This design comes from an exercise in tuning for small area and a short achievable clock period on the open sky130 flow, not from production work. In this exercise RTL edits were held to simulation tests only and were not proved equivalent to the original. The flow treats the clock pin as an ideal source. Dropping or thinning the clock tree relies on that and would not hold on a real chip. Power and IR drop assume default switching activity.

== try-juniper ==
==> flow/design.v (excerpt) <==
module alu_top (
    input             clk,
    input      [7:0]  a,
    input      [7:0]  b,
    input      [3:0]  command,
    input             en,
    output reg [15:0] out
);
    reg  [7:0]  a_q, b_q;
    reg  [3:0]  command_q;
    reg         en_q;
    wire [15:0] alu_out;
    always @(posedge clk) begin
        a_q       <= a;
        b_q       <= b;
        command_q <= command;
        en_q      <= en;
        out       <= alu_out;
    end
    alu u_alu (.a(a_q), .b(b_q), .command(command_q), .en(en_q), .out(alu_out));
endmodule
Size in the first run: ~910 cells after synthesis, ~37 flip-flops, roughly 38 I/O pins, about 0.0049 mm² of cells after synthesis.
Settings: LEC_CHECK=0, ABC_AREA=1, CAP_MARGIN=20, CORE_MARGIN=2, CORE_UTILIZATION=40, GPL_TIMING_DRIVEN=0, SLEW_MARGIN=20; clock period 25.0 ns.
standard.sh (not shown) runs the stock make flow with config.mk's settings and CLKGATE_MAP_FILE= SYNTH_SCRIPT=/design/flow/synth_recipe.tcl, a recipe that flattens the netlist after the stock synthesis.
==> flow/flow/run.sh <==
#!/bin/bash
# Standard layout with these changes:
#  - synthesis: no full/half-adder cell extraction (ADDER_MAP_FILE empty), so ABC maps all logic,
#    and ABC's area script is flow/abc_area.script (a copy of ORFS's scripts folder with that
#    one file replaced is used for the synthesis step only);
#  - port buffers chosen in flow/ports.tcl instead of the default (DONT_BUFFER_PORTS=1 stops the
#    flow's own call; ports.tcl runs just before it, at the start of global placement);
#  - after the placement resize step, flip-flops with large fanout get the x4 drive, and gates
#    on paths slower than TARGET_NS are sized up (flow/post_resize.tcl);
#  - clock tree: no dummy loads, and the root buffer removed so that the leaf buffers hang
#    from the clock port (flow/post_cts.tcl).
# make's output goes to make_*.log here; ORFS writes each tool's log under orfs/logs/.
set -euo pipefail
export CLK_LEAF_CELL=sky130_fd_sc_hd__clkbuf_8
here=$(pwd)
export UPSIZE_FLOP_FANOUT=${UPSIZE_FLOP_FANOUT:-8}
# setup slack that the post-placement sizing aims for: the clock period less TARGET_NS
TARGET_NS=5.3
export REPAIR_SETUP_MARGIN=$(python3 -c "print(round($FLOW_PERIOD_NS - $TARGET_NS, 3))")
rm -rf "$here/synth_scripts"
cp -r "$FLOW_HOME/scripts" "$here/synth_scripts"
cp "$here/flow/abc_area.script" "$here/synth_scripts/abc_area.script"
bash standard.sh ADDER_MAP_FILE= SCRIPTS_DIR="$here/synth_scripts" synth > make_synth.log 2>&1
CTS="-root_buf sky130_fd_sc_hd__clkbuf_16 -buf_list sky130_fd_sc_hd__clkbuf_16 -sink_clustering_enable -sink_clustering_size 60 -sink_clustering_max_diameter 1000 -dont_use_dummy_load -repair_clock_nets"
bash standard.sh ADDER_MAP_FILE= DONT_BUFFER_PORTS=1 PRE_GLOBAL_PLACE_TCL="$here/flow/ports.tcl" \
  POST_RESIZE_TCL="$here/flow/post_resize.tcl" "CTS_ARGS=$CTS" POST_CTS_TCL="$here/flow/post_cts.tcl" finish > make_finish.log 2>&1
==> flow/flow/abc_area.script <==
strash
dc2
balance
rewrite
refactor
balance
rewrite
rewrite -z
balance
refactor -z
rewrite -z
balance
dch
map -B 0.9
strash
dch
map -B 0.9
topo
stime -c
buffer -c
upsize -c
dnsize -c
==> flow/flow/post_cts.tcl <==
set block [ord::get_db_block]
set root [$block findInst clkbuf_0_clk]
if {$root eq "NULL" || $root eq ""} { error "post_cts: no root buffer clkbuf_0_clk" }
set rootnet [[$root findITerm X] getNet]
set clknet [[$root findITerm A] getNet]
set leaves {}
foreach it [$rootnet getITerms] {
  if {[$it isOutputSignal]} { continue }
  set inst [$it getInst]
  if {![string match "sky130_fd_sc_hd__clkbuf_*" [[$inst getMaster] getName]]} {
    error "post_cts: the root buffer drives [$inst getName], not only leaf buffers"
  }
  lappend leaves $it
}
if {[llength $leaves] > 4} { error "post_cts: [llength $leaves] leaf buffers, more than the port may drive" }
foreach it $leaves {
  $it disconnect
  $it connect $clknet
}
[$root findITerm A] disconnect
[$root findITerm X] disconnect
odb::dbInst_destroy $root
odb::dbNet_destroy $rootnet
if {[info exists ::env(CLK_LEAF_CELL)] && $::env(CLK_LEAF_CELL) ne ""} {
  foreach it $leaves { replace_cell [[$it getInst] getName] $::env(CLK_LEAF_CELL) }
}
puts "post_cts: [llength $leaves] leaf buffers now driven from the clock port"
detailed_placement
check_placement -verbose
estimate_parasitics -placement
report_clock_latency
==> flow/flow/post_resize.tcl <==
# After the placement resize step: stronger flip-flops on large fanouts, then (when
# REPAIR_SETUP_MARGIN is set) gate sizing and swaps, no new buffers, on paths with less setup
# slack than that margin.
source [file join [file dirname [info script]] upsize_flops.tcl]
if { [info exists ::env(REPAIR_SETUP_MARGIN)] && $::env(REPAIR_SETUP_MARGIN) ne "" } {
  estimate_parasitics -placement
  repair_timing -setup -setup_margin $::env(REPAIR_SETUP_MARGIN) -sequence "sizeup,swap" -skip_last_gasp
  report_worst_slack -max
}
==> flow/flow/upsize_flops.tcl <==
# Flip-flops whose output drives many pins get a stronger drive (same function, same name).
set n 0
foreach inst [get_cells *] {
  set ref [get_property $inst ref_name]
  if {$ref ne "sky130_fd_sc_hd__dfxtp_1"} { continue }
  set q [get_pins -of_objects $inst -filter "direction == output"]
  set loads [llength [get_pins -of_objects [get_nets -of_objects $q] -filter "direction == input"]]
  if {$loads >= $::env(UPSIZE_FLOP_FANOUT)} {
    replace_cell $inst sky130_fd_sc_hd__dfxtp_4
    incr n
  }
}
puts "upsize_flops: $n flip-flops resized"
Other scripts of this flow, unchanged in this note and not shown: flow/flow/ports.tcl
### try-juniper -> try-xenon
-- flow/flow/run.sh --
<<< try-juniper, line 17
# setup slack that the post-placement sizing aims for: the clock period less TARGET_NS
TARGET_NS=5.3
export REPAIR_SETUP_MARGIN=$(python3 -c "print(round($FLOW_PERIOD_NS - $TARGET_NS, 3))")
>>> try-xenon, line 17
# setup slack that the post-placement sizing aims for: the clock period less TARGET_NS
TARGET_NS=5.1
export REPAIR_SETUP_MARGIN=$(python3 -c "print(round($FLOW_PERIOD_NS - $TARGET_NS, 3))")
-- flow/flow/abc_area.script --
<<< try-juniper, line 19
stime -c
buffer -c
upsize -c
dnsize -c
>>> try-xenon, line 19
stime -c
dnsize -c
==> flow/flow/post_resize.tcl <==
# After the placement resize step: stronger flip-flops on large fanouts, then (when
# REPAIR_SETUP_MARGIN is set) repair_timing (sizing, swaps, buffering) on paths with less setup
# slack than that margin.
source [file join [file dirname [info script]] upsize_flops.tcl]
if { [info exists ::env(REPAIR_SETUP_MARGIN)] && $::env(REPAIR_SETUP_MARGIN) ne "" } {
  estimate_parasitics -placement
  repair_timing -setup -setup_margin $::env(REPAIR_SETUP_MARGIN) -skip_last_gasp
  report_worst_slack -max
}
## What came out
- Taking try-juniper as the reference, in try-xenon clock transition at the register clock pins on the worst setup and hold paths after CTS ~0 delta; post-route standard cell area excluding fillers grew by 3.0%; final critical delay including setup and external delays went down by 3.5 ps.
- Relative area change from synthesis to final layout up 8.8 points in try-xenon wrt try-juniper
- Comparing try-xenon with try-juniper, the via total after detailed routing came out essentially unchanged.
#### Input delta (try-pepper over try-xenon)
-- flow/flow/run.sh --
<<< try-xenon, line 15
here=$(pwd)
export UPSIZE_FLOP_FANOUT=${UPSIZE_FLOP_FANOUT:-8}
# setup slack that the post-placement sizing aims for: the clock period less TARGET_NS
TARGET_NS=5.1
export REPAIR_SETUP_MARGIN=$(python3 -c "print(round($FLOW_PERIOD_NS - $TARGET_NS, 3))")
>>> try-pepper, line 15
here=$(pwd)
export UPSIZE_FLOP_FANOUT=1000
export UPSIZE_FLOP_CELL=sky130_fd_sc_hd__dfxtp_4
# setup slack that the post-placement sizing aims for: the clock period less TARGET_NS
TARGET_NS=5.3
export REPAIR_SETUP_MARGIN=$(python3 -c "print(round($FLOW_PERIOD_NS - $TARGET_NS, 3))")
-- flow/flow/abc_area.script --
<<< try-xenon, line 12
balance
dch
>>> try-pepper, line 12
balance
&get -n
&deepsyn -T 20
&put
dch
map -B 0.9
strash
dch
<<< try-xenon, line 19
stime -c
dnsize -c
>>> try-pepper, line 25
stime -c
upsize -c
dnsize -c
==> flow/flow/post_resize.tcl <==
# After the placement resize step: stronger flip-flops on large fanouts, then (when
# REPAIR_SETUP_MARGIN is set) gate sizing and swaps, no new buffers, on paths with less setup
# slack than that margin.
source [file join [file dirname [info script]] upsize_flops.tcl]
if { [info exists ::env(REPAIR_SETUP_MARGIN)] && $::env(REPAIR_SETUP_MARGIN) ne "" } {
  estimate_parasitics -placement
  repair_timing -setup -setup_margin $::env(REPAIR_SETUP_MARGIN) -sequence "sizeup,swap" -skip_last_gasp
  report_worst_slack -max
}
-- flow/flow/upsize_flops.tcl --
<<< try-xenon, line 8
  if {$loads >= $::env(UPSIZE_FLOP_FANOUT)} {
    replace_cell $inst sky130_fd_sc_hd__dfxtp_4
    incr n
>>> try-pepper, line 8
  if {$loads >= $::env(UPSIZE_FLOP_FANOUT)} {
    replace_cell $inst $::env(UPSIZE_FLOP_CELL)
    incr n
### Flow results
Compared with try-xenon, try-pepper shows total power that has gone down slightly.
try-pepper has starting utilization of the core area below what try-xenon had.
Per the comparison of try-pepper with try-xenon, first-pass detailed-route iteration total dropped 1, hold slack climbed 40 ps.
The following lists how try-willow was set up differently from try-pepper:
- CORE_UTILIZATION now 55, was 40
-- flow/flow/run.sh --
<<< try-pepper, line 15
here=$(pwd)
export UPSIZE_FLOP_FANOUT=1000
export UPSIZE_FLOP_CELL=sky130_fd_sc_hd__dfxtp_4
# setup slack that the post-placement sizing aims for: the clock period less TARGET_NS
>>> try-willow, line 15
here=$(pwd)
export UPSIZE_FLOP_FANOUT=${UPSIZE_FLOP_FANOUT:-8}
# setup slack that the post-placement sizing aims for: the clock period less TARGET_NS
==> flow/flow/abc_area.script <==
strash
dc2
balance
rewrite
refactor
balance
rewrite
rewrite -z
balance
refactor -z
rewrite -z
balance
dch
map -B 0.9
strash
dch
map -B 0.9
topo
stime -c
buffer -c
upsize -c
dnsize -c
-- flow/flow/upsize_flops.tcl --
<<< try-pepper, line 8
  if {$loads >= $::env(UPSIZE_FLOP_FANOUT)} {
    replace_cell $inst $::env(UPSIZE_FLOP_CELL)
    incr n
>>> try-willow, line 8
  if {$loads >= $::env(UPSIZE_FLOP_FANOUT)} {
    replace_cell $inst sky130_fd_sc_hd__dfxtp_4
    incr n
Results
Die area is higher on try-pepper. The hold path depth reported for try-willow is greater than that of try-pepper by 1. Post-layout total power on try-willow is up relative to try-pepper. Changes observed in try-willow relative to try-pepper: setup slack went down by 36 ps, area of the mapped netlist went up by about 7%, layout-stage area growth over the synthesis result went down by 2.1 points. Diff try-pepper -> try-willow: non-clock buffer count higher, overall via count from detail_route higher.
For try-harbor, these inputs were changed with respect to try-willow:
- CORE_UTILIZATION changed from 55 to 40
-- flow/flow/run.sh --
<<< try-willow, line 9
#    on paths slower than TARGET_NS are sized up (flow/post_resize.tcl);
#  - clock tree: no dummy loads, and the root buffer removed so that the leaf buffers hang
#    from the clock port (flow/post_cts.tcl).
# make's output goes to make_*.log here; ORFS writes each tool's log under orfs/logs/.
set -euo pipefail
export CLK_LEAF_CELL=sky130_fd_sc_hd__clkbuf_8
here=$(pwd)
>>> try-harbor, line 9
#    on paths slower than TARGET_NS are sized up (flow/post_resize.tcl);
#  - clock tree: one level of buffers, no dummy loads.
# make's output goes to make_*.log here; ORFS writes each tool's log under orfs/logs/.
set -euo pipefail
here=$(pwd)
<<< try-willow, line 17
# setup slack that the post-placement sizing aims for: the clock period less TARGET_NS
TARGET_NS=5.3
export REPAIR_SETUP_MARGIN=$(python3 -c "print(round($FLOW_PERIOD_NS - $TARGET_NS, 3))")
>>> try-harbor, line 15
# setup slack that the post-placement sizing aims for: the clock period less TARGET_NS
TARGET_NS=5.5
export REPAIR_SETUP_MARGIN=$(python3 -c "print(round($FLOW_PERIOD_NS - $TARGET_NS, 3))")
<<< try-willow, line 25
bash standard.sh ADDER_MAP_FILE= DONT_BUFFER_PORTS=1 PRE_GLOBAL_PLACE_TCL="$here/flow/ports.tcl" \
  POST_RESIZE_TCL="$here/flow/post_resize.tcl" "CTS_ARGS=$CTS" POST_CTS_TCL="$here/flow/post_cts.tcl" finish > make_finish.log 2>&1
>>> try-harbor, line 23
bash standard.sh ADDER_MAP_FILE= DONT_BUFFER_PORTS=1 PRE_GLOBAL_PLACE_TCL="$here/flow/ports.tcl" \
  POST_RESIZE_TCL="$here/flow/post_resize.tcl" "CTS_ARGS=$CTS" finish > make_finish.log 2>&1
removed: flow/flow/post_cts.tcl
Notes after the runs:
In try-harbor, the share of the clock period used by the worst path came out 0.51 points above the value in try-willow.
Compared with try-willow, in try-harbor cell count up 3.8%; maximum number of pins on one net before global-route repair down 2; share of final layout cell area taken by clock buffers and inverters up 1.3 points; combinational share of power down 6.6 points; clock-pin slew on the worst setup and hold paths down 20 ps.
Changes observed in try-harbor relative to try-willow: multi-input combinational gate total essentially unchanged; count of nets after finishing closely matched the old numbers; setup slack has decreased.
The inputs of try-fjord differ from those of try-harbor as listed below.
-- flow/flow/run.sh --
<<< try-harbor, line 9
#    on paths slower than TARGET_NS are sized up (flow/post_resize.tcl);
#  - clock tree: one level of buffers, no dummy loads.
# make's output goes to make_*.log here; ORFS writes each tool's log under orfs/logs/.
>>> try-fjord, line 9
#    on paths slower than TARGET_NS are sized up (flow/post_resize.tcl);
#  - clock tree: no dummy loads, and the root buffer removed so that the leaf buffers hang
#    from the clock port (flow/post_cts.tcl).
# make's output goes to make_*.log here; ORFS writes each tool's log under orfs/logs/.
<<< try-harbor, line 15
# setup slack that the post-placement sizing aims for: the clock period less TARGET_NS
TARGET_NS=5.5
export REPAIR_SETUP_MARGIN=$(python3 -c "print(round($FLOW_PERIOD_NS - $TARGET_NS, 3))")
>>> try-fjord, line 16
# setup slack that the post-placement sizing aims for: the clock period less TARGET_NS
TARGET_NS=5.1
export REPAIR_SETUP_MARGIN=$(python3 -c "print(round($FLOW_PERIOD_NS - $TARGET_NS, 3))")
<<< try-harbor, line 23
bash standard.sh ADDER_MAP_FILE= DONT_BUFFER_PORTS=1 PRE_GLOBAL_PLACE_TCL="$here/flow/ports.tcl" \
  POST_RESIZE_TCL="$here/flow/post_resize.tcl" "CTS_ARGS=$CTS" finish > make_finish.log 2>&1
>>> try-fjord, line 24
bash standard.sh ADDER_MAP_FILE= DONT_BUFFER_PORTS=1 PRE_GLOBAL_PLACE_TCL="$here/flow/ports.tcl" \
  POST_RESIZE_TCL="$here/flow/post_resize.tcl" "CTS_ARGS=$CTS" POST_CTS_TCL="$here/flow/post_cts.tcl" finish > make_finish.log 2>&1
==> flow/flow/post_cts.tcl (new file) <==
set block [ord::get_db_block]
set root [$block findInst clkbuf_0_clk]
if {$root eq "NULL" || $root eq ""} { error "post_cts: no root buffer clkbuf_0_clk" }
set rootnet [[$root findITerm X] getNet]
set clknet [[$root findITerm A] getNet]
set leaves {}
foreach it [$rootnet getITerms] {
  if {[$it isOutputSignal]} { continue }
  set inst [$it getInst]
  if {![string match "sky130_fd_sc_hd__clkbuf_*" [[$inst getMaster] getName]]} {
    error "post_cts: the root buffer drives [$inst getName], not only leaf buffers"
  }
  lappend leaves $it
}
if {[llength $leaves] > 4} { error "post_cts: [llength $leaves] leaf buffers, more than the port may drive" }
foreach it $leaves {
  $it disconnect
  $it connect $clknet
}
[$root findITerm A] disconnect
[$root findITerm X] disconnect
odb::dbInst_destroy $root
odb::dbNet_destroy $rootnet
if {[info exists ::env(CLK_LEAF_CELL)] && $::env(CLK_LEAF_CELL) ne ""} {
  foreach it $leaves { replace_cell [[$it getInst] getName] $::env(CLK_LEAF_CELL) }
}
puts "post_cts: [llength $leaves] leaf buffers now driven from the clock port"
detailed_placement
check_placement -verbose
estimate_parasitics -placement
report_clock_latency
Results
- try-fjord: PASS, flow complete, no timing, DRC or antenna violations
- Between try-harbor and try-fjord, multi-input gate share of the layout cell area is lower for try-harbor, try-fjord comes in above that.
- Reported for try-harbor and try-fjord, die area turned out identical to the last digit.
- Power: try-fjord draws less than try-harbor
- Between try-fjord and try-harbor, it is try-fjord whose fraction of met3 tracks used by global routing is higher, by 1.2 points.
- Lower register area goes to try-harbor over try-fjord.
- try-fjord -> try-harbor: finished layout cell area flat
- try-fjord against try-harbor: global-route wire length before repair went up; routing usage on met2 -0.94 points; sequential share of layout area neither gained nor lost much; final critical-path setup slack moved up.

what the ideal ports hide:
How much do the figures lean on ideal ports? The routed layouts below were timed once more, with nothing changed but the port constraints. Step 1 (the two cells are an assumption about what drives the block):
set clk [get_ports {clk}]
set_driving_cell -lib_cell sky130_fd_sc_hd__clkbuf_16 $clk
set_driving_cell -lib_cell sky130_fd_sc_hd__buf_2 [delete_from_list [all_inputs] $clk]
Step 2 also shifts input and output timing later by t, the mid clock arrival at the registers, as if the neighbouring blocks saw the same clock. Slacks: ideal ports / drivers / drivers and shift; pairs: ideal ports / drivers.
| run | t, ns | setup slack, ns | latest minus earliest clock arrival (ns) | worst register clock-pin slew, ns | worst data-port slew with drivers (ns) |
|---|---|---|---|---|---|
| try-juniper | 0.202 | 19.425 / 19.356 / 19.558 | 0.012 / 0.012 | 0.08 / 0.08 | 0.03 |
| try-xenon | 0.198 | 19.429 / 19.361 / 19.559 | 0.011 / 0.012 | 0.07 / 0.07 | 0.03 |
| try-pepper | 0.204 | 19.433 / 19.361 / 19.530 | 0.017 / 0.017 | 0.08 / 0.08 | 0.03 |
| try-willow | 0.193 | 19.397 / 19.339 / 19.407 | 0.012 / 0.013 | 0.08 / 0.08 | 0.04 |
| try-harbor | 0.333 | 19.268 / 19.227 / 19.560 | 0.008 / 0.008 | 0.06 / 0.06 | 0.03 |
| try-fjord | 0.204 | 19.444 / 19.362 / 19.566 | 0.011 / 0.011 | 0.06 / 0.06 | 0.03 |
After both steps every run listed still meets setup and hold.
